From an optimization exercise on the open Yosys and OpenROAD flow, aimed at small area; shortcuts taken in it are not production practice.
RTL that was checked went through simulation tests only; none was proved equivalent to the original.
Function not checked in runs 2 and 3: the RTL went through the layout flow alone.
Power is estimated from default activity; no workload was simulated.

## flow/design.v (module list and top-level ports; edited modules follow where they fit)
// module domaze_logic: 313 lines
// module maze_rom: 1162 lines
module domaze_logic(iResetn, iClock, switch_up_down, skip_to_hardest,
                    mv_left, mv_vert, mv_right,
                    oX, oY, oColour, oPlot,
                    hundreds, tens, ones, percent,
                    address_title_1, q_title_1,
                    address_title_2, q_title_2,
                    address_frame_1, q_frame_1,
                    address_frame_2, q_frame_2,
                    address_frame_3, q_frame_3,
                    address_frame_4, q_frame_4,
                    address_frame_5, q_frame_5,
                    address_frame_6, q_frame_6,
                    address_frame_7, q_frame_7,
                    address_frame_8, q_frame_8,
                    address_frame_9, q_frame_9,
                    address_frame_10, q_frame_10,
                    address_frame_11, q_frame_11,
                    address_frame_12, q_frame_12,
                    address_frame_13, q_frame_13,
                    address_frame_14, q_frame_14,
                    address_frame_15, q_frame_15,
                    address_frame_16, q_frame_16,
                    address_over, q_over,
                    address_end, q_end,
                    key_data, key_en);
  // ...
==> flow/run.sh <==
#!/bin/bash
# synth_recipe.tcl (not shown) runs the flow's synth.tcl, then flattens the netlist and writes it again
# the make line also repeats each setting of config.mk as NAME=value (left out here)
make -C /OpenROAD-flow-scripts/flow DESIGN_CONFIG=/design/flow/config.mk WORK_HOME=/design/flow/orfs CLKGATE_MAP_FILE= SYNTH_SCRIPT=/design/flow/synth_recipe.tcl finish
==> flow/config.mk <==
export PLATFORM = sky130hd
export DESIGN_NAME = domaze_logic
export DESIGN_NICKNAME = domaze_logic
export VERILOG_FILES = /design/flow/design.v
export SDC_FILE = /design/flow/constraint.sdc
export NUM_CORES = 4
export LEC_CHECK = 0
export ABC_AREA = 1
export CAP_MARGIN = 20
export CORE_MARGIN = 2
export CORE_UTILIZATION = 40
export SLEW_MARGIN = 20
==> flow/constraint.sdc <==
create_clock -name core_clock -period 20.0 [get_ports {iClock}]
set_input_delay 4.0000 -clock core_clock [delete_from_list [all_inputs] [get_ports {iClock}]]
set_output_delay 4.0000 -clock core_clock [all_outputs]
set_load 0.01 [all_outputs]
==> impl_metrics.yaml, run 1 <==
detailed_routing:
  detail_route.first_pass.iterations: 6
  wl_met2_um: 51300
power:
  top_power_group: "combinational logic"
  p_clk_share_pct: 18.3
  ir_drop_mv: 0.09751
finish:
  n_fill_cell: 6047
  finalNetCount: 4132
  multi_input_area_share_pct: 44.64
  nClkBuffers: 45
  regArea_um2: 8118
  largest_class: "multi-input gates"
timing:
  finalCritPeriodShare_pct: 40.77
  rsz0062_at_grt: "no"
die:
  core_um2: 57810
critical_path:
  crit_slowest_cell: "edfxtp_1"
  r2r_end: "px[5]"
logic_synthesis:
  synthTopCellsByCount: "894 x nor2_1, 860 x nand2_1, 390 x inv_1"
  synth_cell_types: 64
  synthAdderAreaFrac_pct: 2.452
  muxShareOfSynthArea_pct: 0
  synth_compound_area_share_pct: 13.25
  synthTopCellsByArea: "edfxtp_1 24%, nor2_1 14%, nand2_1 14%"
run_status:
  status: "finished clean"
place:
  place_area_um2: 28160
clocking:
  cts_max_path_buffers: 3
worst_hold_path:
  hold-path-cell-count: 2
==> module domaze_logic, before the edit <==
module domaze_logic(iResetn, iClock, switch_up_down, skip_to_hardest,
                    mv_left, mv_vert, mv_right,
                    oX, oY, oColour, oPlot,
                    hundreds, tens, ones, percent,
                    address_title_1, q_title_1,
                    address_title_2, q_title_2,
                    address_frame_1, q_frame_1,
                    address_frame_2, q_frame_2,
                    address_frame_3, q_frame_3,
                    address_frame_4, q_frame_4,
                    address_frame_5, q_frame_5,
                    address_frame_6, q_frame_6,
                    address_frame_7, q_frame_7,
                    address_frame_8, q_frame_8,
                    address_frame_9, q_frame_9,
                    address_frame_10, q_frame_10,
                    address_frame_11, q_frame_11,
                    address_frame_12, q_frame_12,
                    address_frame_13, q_frame_13,
                    address_frame_14, q_frame_14,
                    address_frame_15, q_frame_15,
                    address_frame_16, q_frame_16,
                    address_over, q_over,
                    address_end, q_end,
                    key_data, key_en);
   input wire iResetn;
   input wire iClock;
   input wire switch_up_down, mv_left, mv_vert, mv_right;
   input wire [1:0] skip_to_hardest;
   input wire [7:0] key_data;
   input wire key_en;
   input wire [2:0] q_title_1, q_title_2;
   input wire [2:0] q_frame_1, q_frame_2, q_frame_3, q_frame_4, q_frame_5, q_frame_6,
                    q_frame_7, q_frame_8, q_frame_9, q_frame_10, q_frame_11, q_frame_12,
                    q_frame_13, q_frame_14, q_frame_15, q_frame_16;
   input wire [2:0] q_over, q_end;
   output reg [8:0] oX;
   output reg [7:0] oY;
   output reg [2:0] oColour;
   output wire oPlot;
   output reg [3:0] tens, ones;
   output wire [3:0] hundreds;
   output reg [9:0] percent;
   output wire [14:0] address_title_1, address_title_2;
   output wire [14:0] address_frame_1, address_frame_2, address_frame_3, address_frame_4,
                      address_frame_5, address_frame_6, address_frame_7, address_frame_8,
                      address_frame_9, address_frame_10, address_frame_11, address_frame_12,
                      address_frame_13, address_frame_14, address_frame_15, address_frame_16;
   output wire [14:0] address_over, address_end;
   localparam [4:0]
      S_PIC   = 5'd0,  S_POST  = 5'd1,  S_SKIP  = 5'd2,  S_DWAIT = 5'd3,
      S_CLEAR = 5'd4,  S_MAZE  = 5'd5,  S_DEST  = 5'd6,  S_CHAR  = 5'd7,
      S_INPUT = 5'd8,  S_LW    = 5'd9,  S_UW    = 5'd10, S_RW    = 5'd11,
      S_DW    = 5'd12, S_ML    = 5'd13, S_MU    = 5'd14, S_MR    = 5'd15,
      S_MD    = 5'd16, S_CHECK = 5'd17, S_VPRE  = 5'd18, S_VDRAW = 5'd19,
      S_VPOST = 5'd20;
   reg [4:0] st;
   reg [4:0] pic;
   reg [1:0] olevel;
   reg [15:0] dcnt;         
   reg [8:0] c9;
   reg [7:0] c8;
   reg [5:0] cu;
   reg [5:0] mx, my;        
   reg [5:0] px, py;        
   reg [15:0] tcnt;
   reg [2:0] hund;
   reg [14:0] slot [0:11];  
   assign hundreds = {1'b0, hund};
   wire rst = iResetn;
   wire in_pic   = (st == S_PIC);
   wire in_post  = (st == S_POST);
   wire in_dwait = (st == S_DWAIT);
   wire in_clear = (st == S_CLEAR);
   wire in_maze  = (st == S_MAZE);
   wire in_dest  = (st == S_DEST);
   wire in_char  = (st == S_CHAR);
   wire in_vdraw = (st == S_VDRAW);
   wire in_vwait = (st == S_VPRE) | (st == S_VPOST);
   wire in_move  = (st == S_ML) | (st == S_MU) | (st == S_MR) | (st == S_MD);
   wire drawing  = in_maze | in_dest | in_char;
   wire sweep    = in_clear | in_vdraw;
   wire en_timer = drawing | (st == S_INPUT) | (st == S_LW) | (st == S_UW) | (st == S_RW) |
                   (st == S_DW) | in_move | (st == S_CHECK);
   assign oPlot = in_pic | sweep | drawing;
   wire [1:0] lvl_of_pic = (pic == 5'd5) ? 2'd1 : (pic == 5'd10) ? 2'd2 : 2'd3;
   wire lvl1_init = in_dwait & (pic == 5'd5);
   wire lvl_init  = in_dwait;
   wire l1 = (olevel == 2'd1);
   wire l2 = (olevel == 2'd2);
   wire [5:0] nmax = l1 ? 6'd24 : l2 ? 6'd36 : 6'd48;    
   wire timeout = (hund == 3'd0) & (tens == 4'd0) & (ones == 4'd0);
   wire victory = (px == nmax) & (py == nmax - 6'd1);
   wire sweep_end = (c8 == 8'd239) & (c9 == 9'd81);
   wire [15:0] draw_lim = in_maze ? (l1 ? 16'd40000 : l2 ? 16'd21904 : 16'd38416)
                                  : (l1 ? 16'd64 : 16'd16);
   wire draw_end = (dcnt == draw_lim);
   wire vwait_end = (dcnt == 16'd50000);
   wire pic_last = (pic == 5'd5) | (pic == 5'd10) | (pic == 5'd16);
   wire pic_stay = (pic == 5'd17) | (pic == 5'd18);
   wire k1C = (key_data == 8'h1C), k1D = (key_data == 8'h1D);
   wire k1B = (key_data == 8'h1B), k23 = (key_data == 8'h23);
   always @(posedge iClock) begin
      if (rst) begin
         st  <= (skip_to_hardest == 2'd1 | skip_to_hardest == 2'd2) ? S_SKIP : S_PIC;
         pic <= 5'd0;
      end else begin
         case (st)
            S_PIC:   if (mv_left & ~pic_stay) st <= S_POST;
            S_POST:  if (~mv_left) begin
                        if (pic_last) st <= S_DWAIT;
                        else begin st <= S_PIC; pic <= pic + 5'd1; end
                     end
            S_SKIP:  if (skip_to_hardest == 2'd1) begin st <= S_VPOST; pic <= 5'd5; end
                     else if (skip_to_hardest == 2'd2) begin st <= S_VPOST; pic <= 5'd10; end
                     else begin st <= S_PIC; pic <= 5'd18; end
            S_DWAIT: st <= S_CLEAR;
            S_CLEAR: if (sweep_end) st <= S_MAZE;
            S_MAZE:  if (draw_end) st <= S_DEST;
            S_DEST:  if (draw_end) st <= S_CHAR;
            S_CHAR:  if (draw_end) st <= victory ? S_VPRE : S_INPUT;
            S_INPUT: begin
                        if (timeout) begin st <= S_PIC; pic <= 5'd18; end
                        else if (mv_left | (k1C & key_en)) st <= S_LW;
                        else if (mv_vert) st <= switch_up_down ? S_UW : S_DW;
                        else if (k1D & key_en) st <= S_UW;
                        else if (k1B & key_en) st <= S_DW;
                        else if (mv_right | (k23 & key_en)) st <= S_RW;
                     end
            S_LW:    if (~(mv_left  | (k1C & ~key_en))) st <= S_ML;
            S_UW:    if (~(mv_vert  | (k1D & ~key_en))) st <= S_MU;
            S_RW:    if (~(mv_right | (k1B & ~key_en))) st <= S_MR;
            S_DW:    if (~(mv_vert  | (k23 & ~key_en))) st <= S_MD;
            S_ML, S_MU, S_MR, S_MD: st <= S_CHECK;
            S_CHECK: st <= S_MAZE;
            S_VPRE:  if (vwait_end) st <= S_VDRAW;
            S_VDRAW: if (sweep_end) st <= S_VPOST;
            S_VPOST: if (vwait_end) begin st <= S_PIC; pic <= pic + 5'd1; end
            default: st <= st;
         endcase
      end
   end
   wire row_end = (c9 == 9'd319);
   wire frame_end = row_end & (c8 == 8'd239);
   wire [14:0] a_inc = dcnt[14:0] + 15'd1;
   wire [14:0] a_back = dcnt[14:0] - 15'd159;
   wire [14:0] a_next = frame_end ? 15'd0 :
                        row_end ? (c8[0] ? a_inc : a_back) :
                        (c9[0] ? a_inc : dcnt[14:0]);
   always @(posedge iClock) begin
      if (rst) dcnt <= 16'd0;
      else if (in_pic) dcnt <= {1'b0, a_next};
      else if (in_post) dcnt <= 16'd0;
      else if (drawing) dcnt <= draw_end ? 16'd0 : dcnt + 16'd1;
      else if (in_vwait) dcnt <= vwait_end ? 16'd0 : dcnt + 16'd1;
   end
   wire [3:0] slot_of_pic = (pic < 5'd6) ? pic[3:0] :
                            (pic >= 5'd17) ? 4'd11 : (pic[3:0] - 4'd6);
   wire slot_clr = rst | lvl1_init;
   wire [14:0] slot_d = slot_clr ? 15'h7fff : ~a_next;
   integer k;
   always @(posedge iClock) begin
      for (k = 0; k < 12; k = k + 1)
         if (slot_clr | (in_pic & (slot_of_pic == k))) slot[k] <= slot_d;
   end
   wire ph_a = (pic < 5'd6);
   wire is_over = (pic == 5'd18);
   assign address_title_1  = ph_a ? ~slot[0] : 15'd0;
   assign address_frame_1  = ph_a ? ~slot[1] : 15'd0;
   assign address_frame_2  = ph_a ? ~slot[2] : 15'd0;
   assign address_frame_3  = ph_a ? ~slot[3] : 15'd0;
   assign address_frame_4  = ph_a ? ~slot[4] : 15'd0;
   assign address_frame_5  = ph_a ? ~slot[5] : 15'd0;
   assign address_frame_6  = ph_a ? 15'd0 : ~slot[0];
   assign address_frame_7  = ph_a ? 15'd0 : ~slot[1];
   assign address_frame_8  = ph_a ? 15'd0 : ~slot[2];
   assign address_frame_9  = ph_a ? 15'd0 : ~slot[3];
   assign address_frame_10 = ph_a ? 15'd0 : ~slot[4];
   assign address_frame_11 = ph_a ? 15'd0 : ~slot[5];
   assign address_frame_12 = ~slot[6];
   assign address_frame_13 = ~slot[7];
   assign address_frame_14 = ~slot[8];
   assign address_frame_15 = ~slot[9];
   assign address_frame_16 = ~slot[10];
   assign address_over = is_over ? ~slot[11] : 15'd0;
   assign address_end  = is_over ? 15'd0 : ~slot[11];
   assign address_title_2 = 15'd0;
   reg [2:0] qsel;
   always @(*) begin
      case (pic)
         5'd0:  qsel = q_title_1;
         5'd1:  qsel = q_frame_1;
         5'd2:  qsel = q_frame_2;
         5'd3:  qsel = q_frame_3;
         5'd4:  qsel = q_frame_4;
         5'd5:  qsel = q_frame_5;
         5'd6:  qsel = q_frame_6;
         5'd7:  qsel = q_frame_7;
         5'd8:  qsel = q_frame_8;
         5'd9:  qsel = q_frame_9;
         5'd10: qsel = q_frame_10;
         5'd11: qsel = q_frame_11;
         5'd12: qsel = q_frame_12;
         5'd13: qsel = q_frame_13;
         5'd14: qsel = q_frame_14;
         5'd15: qsel = q_frame_15;
         5'd16: qsel = q_frame_16;
         5'd17: qsel = q_end;
         default: qsel = q_over;
      endcase
   end
   wire [5:0] nbx = (st == S_ML) ? px - 6'd1 : (st == S_MR) ? px + 6'd1 : px;
   wire [5:0] nby = (st == S_MU) ? py - 6'd1 : (st == S_MD) ? py + 6'd1 : py;
   wire [5:0] rx = in_maze ? mx : nbx;
   wire [5:0] ry = in_maze ? my : nby;
   wire wall;
   maze_rom rom0(.lv(olevel), .x(rx), .y(ry), .w(wall));
   wire [5:0] gx = in_maze ? mx : in_dest ? nmax : px;
   wire [5:0] gy = in_maze ? my : in_dest ? nmax - 6'd1 : py;
   wire [8:0] cx = l1 ? ({gx, cu[2:0]} + 9'd60) : l2 ? ({1'b0, gx, cu[1:0]} + 9'd86) : ({1'b0, gx, cu[1:0]} + 9'd62);
   wire [7:0] cy = l1 ? ({gy[4:0], cu[5:3]} + 8'd20) : l2 ? ({gy, cu[3:2]} + 8'd46) : ({gy, cu[3:2]} + 8'd22);
   wire cu_wrap = l1 ? (cu == 6'd63) : (cu[3:0] == 4'd15);
   wire sw_x_end = in_pic ? row_end : (c9 == 9'd320);
   wire sw_y_end = in_pic ? (c8 == 8'd239) : (c8 == 8'd240);
   always @(posedge iClock) begin
      if (rst | lvl_init) begin
         oX <= 9'd0; oY <= 8'd0; oColour <= 3'd0;
         c9 <= 9'd0; c8 <= 8'd0;
         mx <= 6'd0; my <= 6'd0;
         px <= 6'd1; py <= 6'd1;
         olevel <= rst ? 2'd1 : lvl_of_pic;
      end else if (in_pic | sweep) begin
         if (sw_x_end) begin
            c9 <= 9'd0;
            c8 <= sw_y_end ? 8'd0 : c8 + 8'd1;
         end else c9 <= c9 + 9'd1;
         oX <= c9; oY <= c8;
         oColour <= in_pic ? qsel : in_vdraw ? 3'b010 : l1 ? 3'b011 : l2 ? 3'b100 : 3'b001;
      end else if (drawing) begin
         c9 <= 9'd0; c8 <= 8'd0;
         oX <= cx; oY <= cy;
         if (in_maze) begin
            oColour <= l1 ? (wall ? 3'b100 : 3'b110) : l2 ? (wall ? 3'b001 : 3'b011) : (wall ? 3'b000 : 3'b100);
            if (cu_wrap) begin
               if (mx == nmax) begin
                  mx <= 6'd0;
                  my <= (my == nmax) ? 6'd0 : my + 6'd1;
               end else mx <= mx + 6'd1;
            end
         end else oColour <= in_dest ? 3'b111 : 3'b101;
      end else if (in_move) begin
         if (~wall) begin px <= nbx; py <= nby; end
      end
   end
   always @(posedge iClock) begin
      if (rst | (lvl_init & ~pic[4])) cu <= 6'd0;    
      else if (drawing) cu <= cu + 6'd1;
   end
   always @(posedge iClock) begin
      if (rst) begin
         tcnt <= 16'd49999;
         hund <= 3'd0; tens <= 4'd0; ones <= 4'd0;
         percent <= 10'd0;
      end else if (lvl_init) begin
         tcnt <= 16'd49999;
         hund <= (pic == 5'd5) ? 3'd0 : (pic == 5'd10) ? 3'd3 : 3'd5;
         tens <= (pic == 5'd5) ? 4'd7 : (pic == 5'd10) ? 4'd6 : 4'd0;
         ones <= 4'd0;
         percent <= 10'h3ff;
      end else if (en_timer) begin
         if (tcnt == 16'd0) begin
            tcnt <= 16'd49999;
            if (ones != 4'd0) ones <= ones - 4'd1;
            else if (tens != 4'd0) begin tens <= tens - 4'd1; ones <= 4'd9; end
            else if (hund != 3'd0) begin hund <= hund - 3'd1; tens <= 4'd9; ones <= 4'd9; end
         end else tcnt <= tcnt - 16'd1;
         if (l1) begin
            if      (tens == 4'd6 & ones == 4'd3) percent[9] <= 1'b0;
            else if (tens == 4'd5 & ones == 4'd6) percent[8] <= 1'b0;
            else if (tens == 4'd4 & ones == 4'd9) percent[7] <= 1'b0;
            else if (tens == 4'd4 & ones == 4'd2) percent[6] <= 1'b0;
            else if (tens == 4'd3 & ones == 4'd5) percent[5] <= 1'b0;
            else if (tens == 4'd2 & ones == 4'd8) percent[4] <= 1'b0;
            else if (tens == 4'd2 & ones == 4'd1) percent[3] <= 1'b0;
            else if (tens == 4'd1 & ones == 4'd4) percent[2] <= 1'b0;
            else if (tens == 4'd0 & ones == 4'd7) percent[1] <= 1'b0;
            else if (tens == 4'd0 & ones == 4'd0) percent[0] <= 1'b0;
         end else if (l2) begin
            if      (hund == 3'd3 & tens == 4'd2 & ones == 4'd4) percent[9] <= 1'b0;
            else if (hund == 3'd2 & tens == 4'd8 & ones == 4'd8) percent[8] <= 1'b0;
            else if (hund == 3'd2 & tens == 4'd5 & ones == 4'd2) percent[7] <= 1'b0;
            else if (hund == 3'd2 & tens == 4'd1 & ones == 4'd6) percent[6] <= 1'b0;
            else if (hund == 3'd1 & tens == 4'd8 & ones == 4'd0) percent[5] <= 1'b0;
            else if (hund == 3'd1 & tens == 4'd4 & ones == 4'd4) percent[4] <= 1'b0;
            else if (hund == 3'd1 & tens == 4'd0 & ones == 4'd8) percent[3] <= 1'b0;
            else if (hund == 3'd0 & tens == 4'd7 & ones == 4'd2) percent[2] <= 1'b0;
            else if (hund == 3'd0 & tens == 4'd3 & ones == 4'd6) percent[1] <= 1'b0;
            else if (hund == 3'd0 & tens == 4'd0 & ones == 4'd0) percent[0] <= 1'b0;
         end else begin
            if      (hund == 3'd4 & tens == 4'd5 & ones == 4'd0) percent[9] <= 1'b0;
            else if (hund == 3'd4 & tens == 4'd0 & ones == 4'd0) percent[8] <= 1'b0;
            else if (hund == 3'd3 & tens == 4'd5 & ones == 4'd0) percent[7] <= 1'b0;
            else if (hund == 3'd3 & tens == 4'd0 & ones == 4'd0) percent[6] <= 1'b0;
            else if (hund == 3'd2 & tens == 4'd5 & ones == 4'd0) percent[5] <= 1'b0;
            else if (hund == 3'd2 & tens == 4'd0 & ones == 4'd0) percent[4] <= 1'b0;
            else if (hund == 3'd1 & tens == 4'd5 & ones == 4'd0) percent[3] <= 1'b0;
            else if (hund == 3'd1 & tens == 4'd0 & ones == 4'd0) percent[2] <= 1'b0;
            else if (hund == 3'd0 & tens == 4'd5 & ones == 4'd0) percent[1] <= 1'b0;
            else if (hund == 3'd0 & tens == 4'd0 & ones == 4'd0) percent[0] <= 1'b0;
         end
      end
   end
endmodule
==> run 2: changes to the inputs <==
--- a/flow/design.v
+++ b/flow/design.v
@@ -257,58 +257,51 @@
       if (rst | (lvl_init & ~pic[4])) cu <= 6'd0;    
       else if (drawing) cu <= cu + 6'd1;
    end
+   wire t_end = (tcnt == 16'h487D);
+   wire [15:0] t_step = {tcnt[14:0], tcnt[15] ^ tcnt[13] ^ tcnt[12] ^ tcnt[10]};
+   reg pend;
+   reg [2:0] hund_n;
+   reg [3:0] tens_n, ones_n;
+   always @(*) begin
+      hund_n = hund; tens_n = tens; ones_n = ones;
+      if (ones != 4'd0) ones_n = ones - 4'd1;
+      else if (tens != 4'd0) begin tens_n = tens - 4'd1; ones_n = 4'd9; end
+      else if (hund != 3'd0) begin hund_n = hund - 3'd1; tens_n = 4'd9; ones_n = 4'd9; end
+   end
+   wire [10:0] dn = {hund_n, tens_n, ones_n};
+   wire thr1 = (dn == {3'd0, 4'd6, 4'd3}) | (dn == {3'd0, 4'd5, 4'd6}) | (dn == {3'd0, 4'd4, 4'd9}) |
+               (dn == {3'd0, 4'd4, 4'd2}) | (dn == {3'd0, 4'd3, 4'd5}) | (dn == {3'd0, 4'd2, 4'd8}) |
+               (dn == {3'd0, 4'd2, 4'd1}) | (dn == {3'd0, 4'd1, 4'd4}) | (dn == {3'd0, 4'd0, 4'd7}) |
+               (dn == 11'd0);
+   wire thr2 = (dn == {3'd3, 4'd2, 4'd4}) | (dn == {3'd2, 4'd8, 4'd8}) | (dn == {3'd2, 4'd5, 4'd2}) |
+               (dn == {3'd2, 4'd1, 4'd6}) | (dn == {3'd1, 4'd8, 4'd0}) | (dn == {3'd1, 4'd4, 4'd4}) |
+               (dn == {3'd1, 4'd0, 4'd8}) | (dn == {3'd0, 4'd7, 4'd2}) | (dn == {3'd0, 4'd3, 4'd6}) |
+               (dn == 11'd0);
+   wire thr3 = (ones_n == 4'd0) & ((tens_n == 4'd0) | (tens_n == 4'd5));
+   wire thr = l1 ? thr1 : l2 ? thr2 : thr3;
    always @(posedge iClock) begin
       if (rst) begin
-         tcnt <= 16'd49999;
+         tcnt <= 16'hFFFF;
          hund <= 3'd0; tens <= 4'd0; ones <= 4'd0;
          percent <= 10'd0;
+         pend <= 1'b0;
       end else if (lvl_init) begin
-         tcnt <= 16'd49999;
+         tcnt <= 16'hFFFF;
          hund <= (pic == 5'd5) ? 3'd0 : (pic == 5'd10) ? 3'd3 : 3'd5;
          tens <= (pic == 5'd5) ? 4'd7 : (pic == 5'd10) ? 4'd6 : 4'd0;
          ones <= 4'd0;
          percent <= 10'h3ff;
+         pend <= 1'b0;
       end else if (en_timer) begin
-         if (tcnt == 16'd0) begin
-            tcnt <= 16'd49999;
-            if (ones != 4'd0) ones <= ones - 4'd1;
-            else if (tens != 4'd0) begin tens <= tens - 4'd1; ones <= 4'd9; end
-            else if (hund != 3'd0) begin hund <= hund - 3'd1; tens <= 4'd9; ones <= 4'd9; end
-         end else tcnt <= tcnt - 16'd1;
-         if (l1) begin
-            if      (tens == 4'd6 & ones == 4'd3) percent[9] <= 1'b0;
-            else if (tens == 4'd5 & ones == 4'd6) percent[8] <= 1'b0;
-            else if (tens == 4'd4 & ones == 4'd9) percent[7] <= 1'b0;
-            else if (tens == 4'd4 & ones == 4'd2) percent[6] <= 1'b0;
-            else if (tens == 4'd3 & ones == 4'd5) percent[5] <= 1'b0;
-            else if (tens == 4'd2 & ones == 4'd8) percent[4] <= 1'b0;
-            else if (tens == 4'd2 & ones == 4'd1) percent[3] <= 1'b0;
-            else if (tens == 4'd1 & ones == 4'd4) percent[2] <= 1'b0;
-            else if (tens == 4'd0 & ones == 4'd7) percent[1] <= 1'b0;
-            else if (tens == 4'd0 & ones == 4'd0) percent[0] <= 1'b0;
-         end else if (l2) begin
-            if      (hund == 3'd3 & tens == 4'd2 & ones == 4'd4) percent[9] <= 1'b0;
-            else if (hund == 3'd2 & tens == 4'd8 & ones == 4'd8) percent[8] <= 1'b0;
-            else if (hund == 3'd2 & tens == 4'd5 & ones == 4'd2) percent[7] <= 1'b0;
-            else if (hund == 3'd2 & tens == 4'd1 & ones == 4'd6) percent[6] <= 1'b0;
-            else if (hund == 3'd1 & tens == 4'd8 & ones == 4'd0) percent[5] <= 1'b0;
-            else if (hund == 3'd1 & tens == 4'd4 & ones == 4'd4) percent[4] <= 1'b0;
-            else if (hund == 3'd1 & tens == 4'd0 & ones == 4'd8) percent[3] <= 1'b0;
-            else if (hund == 3'd0 & tens == 4'd7 & ones == 4'd2) percent[2] <= 1'b0;
-            else if (hund == 3'd0 & tens == 4'd3 & ones == 4'd6) percent[1] <= 1'b0;
-            else if (hund == 3'd0 & tens == 4'd0 & ones == 4'd0) percent[0] <= 1'b0;
+         if (t_end) begin
+            tcnt <= 16'hFFFF;
+            hund <= hund_n; tens <= tens_n; ones <= ones_n;
+            pend <= thr;
          end else begin
-            if      (hund == 3'd4 & tens == 4'd5 & ones == 4'd0) percent[9] <= 1'b0;
-            else if (hund == 3'd4 & tens == 4'd0 & ones == 4'd0) percent[8] <= 1'b0;
-            else if (hund == 3'd3 & tens == 4'd5 & ones == 4'd0) percent[7] <= 1'b0;
-            else if (hund == 3'd3 & tens == 4'd0 & ones == 4'd0) percent[6] <= 1'b0;
-            else if (hund == 3'd2 & tens == 4'd5 & ones == 4'd0) percent[5] <= 1'b0;
-            else if (hund == 3'd2 & tens == 4'd0 & ones == 4'd0) percent[4] <= 1'b0;
-            else if (hund == 3'd1 & tens == 4'd5 & ones == 4'd0) percent[3] <= 1'b0;
-            else if (hund == 3'd1 & tens == 4'd0 & ones == 4'd0) percent[2] <= 1'b0;
-            else if (hund == 3'd0 & tens == 4'd5 & ones == 4'd0) percent[1] <= 1'b0;
-            else if (hund == 3'd0 & tens == 4'd0 & ones == 4'd0) percent[0] <= 1'b0;
+            tcnt <= t_step;
+            pend <= 1'b0;
          end
+         if (pend) percent <= {1'b0, percent[9:1]};
       end
    end
 endmodule
==> flow/flow/run.sh (new file) <==
#!/bin/bash
# Layout flow: the standard ORFS flow, with the port buffers made of the
# smallest buffer cell and a clock tree built from small clock buffers.
set -euo pipefail
export BUFFER_PORTS_ARGS="-buffer_cell sky130_fd_sc_hd__buf_1"
export CTS_ARGS="-sink_clustering_enable -repair_clock_nets -dont_use_dummy_load -buf_list sky130_fd_sc_hd__clkbuf_8 -root_buf sky130_fd_sc_hd__clkbuf_8 -sink_clustering_size 16 -sink_clustering_max_diameter 50"
bash standard.sh finish > standard_flow.log 2>&1
==> flow/standard.sh (new file) <==
#!/bin/bash
# synth_recipe.tcl (not shown) runs the flow's synth.tcl, then flattens the netlist and writes it again
# the make line also repeats each setting of config.mk as NAME=value (left out here)
make -C /OpenROAD-flow-scripts/flow DESIGN_CONFIG=/design/flow/config.mk WORK_HOME=/design/flow/orfs CLKGATE_MAP_FILE= SYNTH_SCRIPT=/design/flow/synth_recipe.tcl "${@:-finish}"
--- a/flow/config.mk
+++ b/flow/config.mk
@@ -5,7 +5,6 @@
 export SDC_FILE = /design/flow/constraint.sdc
 export NUM_CORES = 4
 export LEC_CHECK = 0
-export ABC_AREA = 1
 export CAP_MARGIN = 20
 export CORE_MARGIN = 2
 export CORE_UTILIZATION = 40
removed: flow/run.sh
==> run 2 against run 1 <==
  * Total power decreased by 37%
  * Non-clock buffer count increased by 16
  * Routed wire length decreased by 6.3%
  * Die area decreased by 7.6%
  * Clock-buffer cell count decreased by 10
  * Critical path type unchanged
==> impl_metrics.yaml, run 2 <==
run_status:
  status: "finished clean"
clocking:
  clock_sinks: 313
  cts_tree: "built"
  cts-root-buf: "clkbuf_8"
  cts_max_path_buffers: 3
  cts_setup_buffers: 0
  htree_levels: 2
  clock_latency_ps: 660
  cts_inserted_buffers: 35
  postCtsHoldBufs: 0
  clkTransAtPathRegs_ps: 90
  ctsResizeCount: 0
logic_synthesis:
  synth_top_area_share_pct: 25.92
  synth_top_family_by_area: "simple AND/OR/NAND/NOR gates"
  synthXorXnorAreaFrac_pct: 2.587
  syn_inst: 2772
  synthAdderAreaFrac_pct: 2.541
  synth_edf_count: 187
  yosysMostFrequentCell: "nor2_1"
  yosysWarnings: 3
  synth.avg_cell_area_um2: 7.816
  synthTopCellsByCount: "464 x nor2_1, 263 x nand2_1, 216 x a21oi_1"
  synth_ff_type: "edfxtp_1"
  synth_compound_area_share_pct: 23.67
  synth_cell_types: 100
  muxShareOfSynthArea_pct: 1.091
  synthTopCellsByArea: "edfxtp_1 26%, dfxtp_1 12%, nor2_1 8.0%"
  synthSimpleGateAreaFrac_pct: 25.95
  yosysSeqAreaShare_pct: 37.56
  syn_area_um2: 21670
  synth_seq_cells: 313
  synth_top_area_cell: "edfxtp_1"
  async_flop_share_pct: 0
power:
  power_leakage_nw: 8.195
  ir_drop_mv: 0.06178
  power_per_cell_area_nw_per_um2: 100.4
timing:
  slew-limit-headroom_pct: 25.04
  period_minus_slack_ps: 7710
  fin_tns_setup_ps: 0
  worst_slew_pin_slew_ps: 1110
  finalCritPeriodShare_pct: 38.55
  setup_viol: 0
  hold_viol_final: 0
  finalClockSkew_ps: 114.1
  rsz0062_at_grt: "no"
  maxSlewViolCount: 0
  clock.fmax_mhz: 129.7
die:
  die_area_um2: 56040
  start_util_pct: 40.34
  core_um2: 53710
  pin_count: 420
  row_count: 85
  die_w_um: 236.7
  dieHeight_um: 236.7
detailed_routing:
  drtAntennaViolNets: 0
  drc: 0
  num_vias: 24260
  drtIter0Drc: 2990
  detail_route.first_pass.iterations: 6
  drt-wirelength-per-cell_um: 27.52
  drt-total-wl_um: 103900
  via_per_inst: 6.426
finish:
  top_regs: "slot (180), dcnt (16), tcnt (16)"
  n_fill_cell: 5494
  drive_gt1_share_pct: 5.378
  multi_input_area_um2: 12240
  largest_register_ff_count: 180
  finish.utilization_pct: 45.09
  regArea_um2: 8138
  layout_common_cells: "458 x nor2_1, 399 x buf_1, 262 x nand2_1"
  syn_to_final_growth_pct: 11.78
  finalNetCount: 3191
  largest-register: "slot"
  final_common_cell: "nor2_1"
grt:
  grt_pass1_vias: 22340
  grt_max_degree: 94
  grt_antenna_before_repair: 12
  grt_pass1_wl_um: 149100
  grt_overflow_total: 0
  grt_usage_pct: 35.48
critical_path:
  r2r-start: "st[0]"
  end_kind: "output pin"
  required_ps: 16000
  worstSetupStartpoint: "st[4]"
  worst_setup_path_start_kind: "flip-flop"
  critical_path_class: "reg -> out"
  crit_path_max_fanout: 26
  r2r_slack_ps: 12900
  cp.arrival_ps: 3710
place:
  portBuffers: 400
  gp_congestion: 1.035
  hpwl_um: 75330
worst_hold_path:
  hp-start: "oY[2]"
  hold_class: "reg -> reg"
job:
  cap_violations: 0
## run 2: cell families after synthesis
group                      count (synthesis)
DFF                                      313
and+or+nand+nor                         1194
buffers and inverters                    347
adders and majority gates                 44
AOI/OAI and AO/OA                        786
xor gates and xnor gates                  64
other                                      1
muxes                                     23
## run 2: power by group
part	internal (mW)	switching [mW]
Clock	0.155	0.225
Combinational	0.335	0.915
Sequential	0.746	0.0544
## run 2: cell type report
class,instances,area share [%]
clock buffers,35,1.989
well taps,696,3.596
multi-input cells,2127,50.54
repair buffers,462,8.127
flip-flops and latches,313,33.60
inverters,131,2.030
diodes,11,0.1137
## run 2: metal layers
metal | global-route usage (%) | wire [µm]
met5 | 0 | 13
met4 | 22.46 | 7378
met3 | 8.370 | 10510
met2 | 55.44 | 46080
met1 | 44.18 | 39920
## run 2: critical path, stage by stage (launching register included)
cell	delay (ps)
edfxtp_1	900
inv_1	320
nor2_1	240
nand3_1	220
a21oi_1	200
buf_4	290
nor2_1	80
buf_4	210
inv_1	380
buf_1	200
## run 2: per-stage QoR
stage	setup WS, ps	hold slack (ps)	instance area, µm²	cells	total power [mW]
floorplan	14090	455.1	21720	2787	1.584
global placement	13030	446.4	23700	3729	2.000
detailed placement	13060	448.4	23700	3729	2.006
CTS	12340	461.6	24180	3764	2.387
global route	12080	488.8	24210	3773	2.533
finish	12290	458.1	24220	3775	2.431
## run 2: path summary, 6_finish.rpt
check | end | depth (start not counted)
worst max-delay path | oPlot | 9
worst min-delay path | oY[2] | 2
worst max register to register | py[5] | 16
worst min register to register | oY[2] | 2
==> run 3: changes to the inputs <==
==> flow/flow/run.sh (replaced) <==
#!/bin/bash
# Layout flow: the standard ORFS flow, with the port buffers made of the
# smallest buffer cell and a clock tree built from small clock buffers.
set -euo pipefail
export BUFFER_PORTS_ARGS="-buffer_cell sky130_fd_sc_hd__buf_1"
export CTS_ARGS="-sink_clustering_enable -repair_clock_nets -dont_use_dummy_load -buf_list sky130_fd_sc_hd__clkbuf_4 -root_buf sky130_fd_sc_hd__clkbuf_8 -sink_clustering_size 10 -sink_clustering_max_diameter 40"
bash standard.sh finish > standard_flow.log 2>&1
==> run 3 against run 2 <==
  * Total power down 1.3%
  * Clock skew shrank 3.3 ps
  * Final cell count increased by 0.40%
  * Non-clock buffer count unchanged
  * Die area is the same
  * Critical path depth stayed put
==> impl_metrics.yaml, run 3 <==
run_status:
  status: "finished clean"
logic_synthesis:
  yosysWarnings: 3
  synth_cell_types: 100
  synth.avg_cell_area_um2: 7.816
  syn_inst: 2772
  syn_area_um2: 21670
  synth_edf_count: 187
  synthTopCellsByCount: "464 x nor2_1, 263 x nand2_1, 216 x a21oi_1"
  async_flop_share_pct: 0
  yosysSeqAreaShare_pct: 37.56
  synth_top_area_share_pct: 25.92
  synthTopCellsByArea: "edfxtp_1 26%, dfxtp_1 12%, nor2_1 8.0%"
  synth_top_area_cell: "edfxtp_1"
  synth_ff_type: "edfxtp_1"
  synth_seq_cells: 313
  yosysMostFrequentCell: "nor2_1"
grt:
  grt_pass1_wl_um: 149500
  grt_antenna_before_repair: 10
  grt_usage_pct: 35.64
  grt_pass1_vias: 22470
  grt_max_degree: 94
  grt_overflow_total: 0
critical_path:
  cp.arrival_ps: 3650
  crit_slowest_cell: "edfxtp_1"
  worst_setup_path_start_kind: "flip-flop"
  required_ps: 16000
  end_kind: "output pin"
  crit_path_max_fanout: 26
  crit_family: "buffers and inverters"
  critical_path_class: "reg -> out"
  critPathMaxStageDelay_ps: 890
  cp_cell_sequence: "inv_1 > nor2_1 > nand3_1 > a21oi_1 > buf_4 > nor2_1 > buf_4 > inv_1 > buf_1"
  cp_num_buf_inv: 5
finish:
  fin_cells: 3790
  layout_common_cells: "458 x nor2_1, 399 x buf_1, 262 x nand2_1"
  largest-register: "slot"
  top_regs: "slot (180), dcnt (16), tcnt (16)"
  syn_to_final_growth_pct: 11.46
  drive_gt1_share_pct: 5.869
  n_fill_cell: 5524
  finalNetCount: 3207
  final_common_cell: "nor2_1"
  largest_register_ff_count: 180
power:
  power_leakage_nw: 8.191
  p_sw_share_pct: 49.61
  pwr-share-comb_pct: 52.0
  p_switching_mw: 1.190
  p_clk_share_pct: 14.6
  p_int_mw: 1.209
  sequentialPowerShare_pct: 33.4
  ir_drop_mv: 0.07677
  power_per_cell_area_nw_per_um2: 99.35
detailed_routing:
  detail_route.first_pass.iterations: 6
  drc: 0
  num_vias: 24330
  drt-total-wl_um: 104200
  drt-wirelength-per-cell_um: 27.50
  drtIter0Drc: 2862
  via_per_inst: 6.418
  drtAntennaViolNets: 0
timing:
  period_minus_slack_ps: 7655
  finalClockSkew_ps: 110.8
  fin_tns_setup_ps: 0
  rsz0062_at_grt: "no"
  setup_viol: 0
  maxSlewViolCount: 0
  clock.fmax_mhz: 130.6
  hold_slack_ps: 444.1
  hold_viol_final: 0
  finalCritPeriodShare_pct: 38.28
  worst_slew_pin_slew_ps: 1131
  slew-limit-headroom_pct: 23.63
die:
  die_w_um: 236.7
  core_um2: 53710
  row_count: 85
  dieHeight_um: 236.7
  die_area_um2: 56040
  pin_count: 420
  start_util_pct: 40.34
clocking:
  ctsResizeCount: 0
  clock_latency_ps: 670
  postCtsHoldBufs: 0
  htree_levels: 2
  cts_max_path_buffers: 3
  cts_setup_buffers: 0
  clock_sinks: 313
  clkTransAtPathRegs_ps: 100
  cts_inserted_buffers: 51
  cts-root-buf: "clkbuf_8"
  cts_tree: "built"
job:
  cap_violations: 0
worst_hold_path:
  hold_class: "reg -> reg"
place:
  gp_congestion: 1.035
  hpwl_um: 75330
  place_inst: 3729
  portBuffers: 400
## run 3: path summary, 6_finish.rpt
kind              startpoint       end  slack [ps]  cells past startpoint
setup reg to reg       st[0]     py[5]       12890                     16
hold / removal      tcnt[11]  tcnt[12]         440                      2
setup / recovery       st[4]     oPlot       12350                      9
hold reg to reg     tcnt[11]  tcnt[12]         440                      2
## run 3: cell type report
type                       instances  area, µm²  share of cell area [%]
antenna                           10      25.02                  0.1036
clock buffer                      51      414.1                   1.715
inverter                         131      491.7                   2.036
multi-input combinational       2127      12240                   50.69
sequential                       313       8138                   33.70
tap                              696      870.8                   3.606
timing repair buffer             462       1968                   8.150
## run 3: power groups by stage
stage / sequential [mW] / clock, mW / combinational [mW]
floorplan: 0.798 / 0 / 0.786
global placement: 0.811 / 0 / 1.19
detailed placement: 0.813 / 0 / 1.19
CTS: 0.799 / 0.366 / 1.20
global route: 0.807 / 0.389 / 1.31
finish: 0.800 / 0.351 / 1.25
## run 3: layer usage
metal / global-route usage (%) / share of wire (%) / vias up
met2: 55.77 / 45 / 1535
li1: - / - / 10740
met1: 44.58 / 39 / 11670
met3: 7.997 / 10 / 374
met5: 0.7792 / 0.056 / -
met4: 22.36 / 6.7 / 2
## run 3: worst min-delay path: cells and delay by family (launching register included)
kind | cells | cell delay [ps]
flops | 1 | 320
simple gates | 2 | 120
## run 3: metrics by stage
step / cell area, µm² / power, mW / worst slack, ps / utilization [%]
finish: 24150 / 2.399 / 12350 / 44.96
global route: 24140 / 2.511 / 12050 / 44.95
CTS: 24110 / 2.362 / 12330 / 44.89
detailed placement: 23700 / 2.006 / 13060 / 44.12
global placement: 23700 / 2.000 / 13030 / 44.12
floorplan: 21720 / 1.584 / 14090 / -
## run 3: cell families after synthesis
family                     synth area share, %
adders and majority gates                2.541
other                                  0.01731
DFF                                      37.56
AOI/OAI and AO/OA                        23.67
and+or+nand+nor                          25.95
muxes                                    1.091
buffers and inverters                    6.583
xor gates and xnor gates                 2.587

## re-timing with driven ports
No port has a modelled driver above. Below, the same layouts with a new extraction and two added sets of constraints. Step 1 assumes that a clkbuf_16 drives the clock port and a buf_2 every other input. Step 2 also shifts input and output timing later by t, the mid clock arrival at the registers, as if the neighbouring blocks saw the same clock. a / b / c = no drivers / after step 1 / after step 2; a / b = the first two.
run | t (ns) | setup WS [ns] | slew at the worst register clock pin (ns)
run 1 | 0.630 | 11.846 / 11.785 / 12.415 | 0.07 / 0.07
run 2 | 0.653 | 12.290 / 12.242 / 12.896 | 0.10 / 0.10
run 3 | 0.666 | 12.345 / 12.295 / 12.895 | 0.11 / 0.11
After both steps every run listed still meets setup and hold.
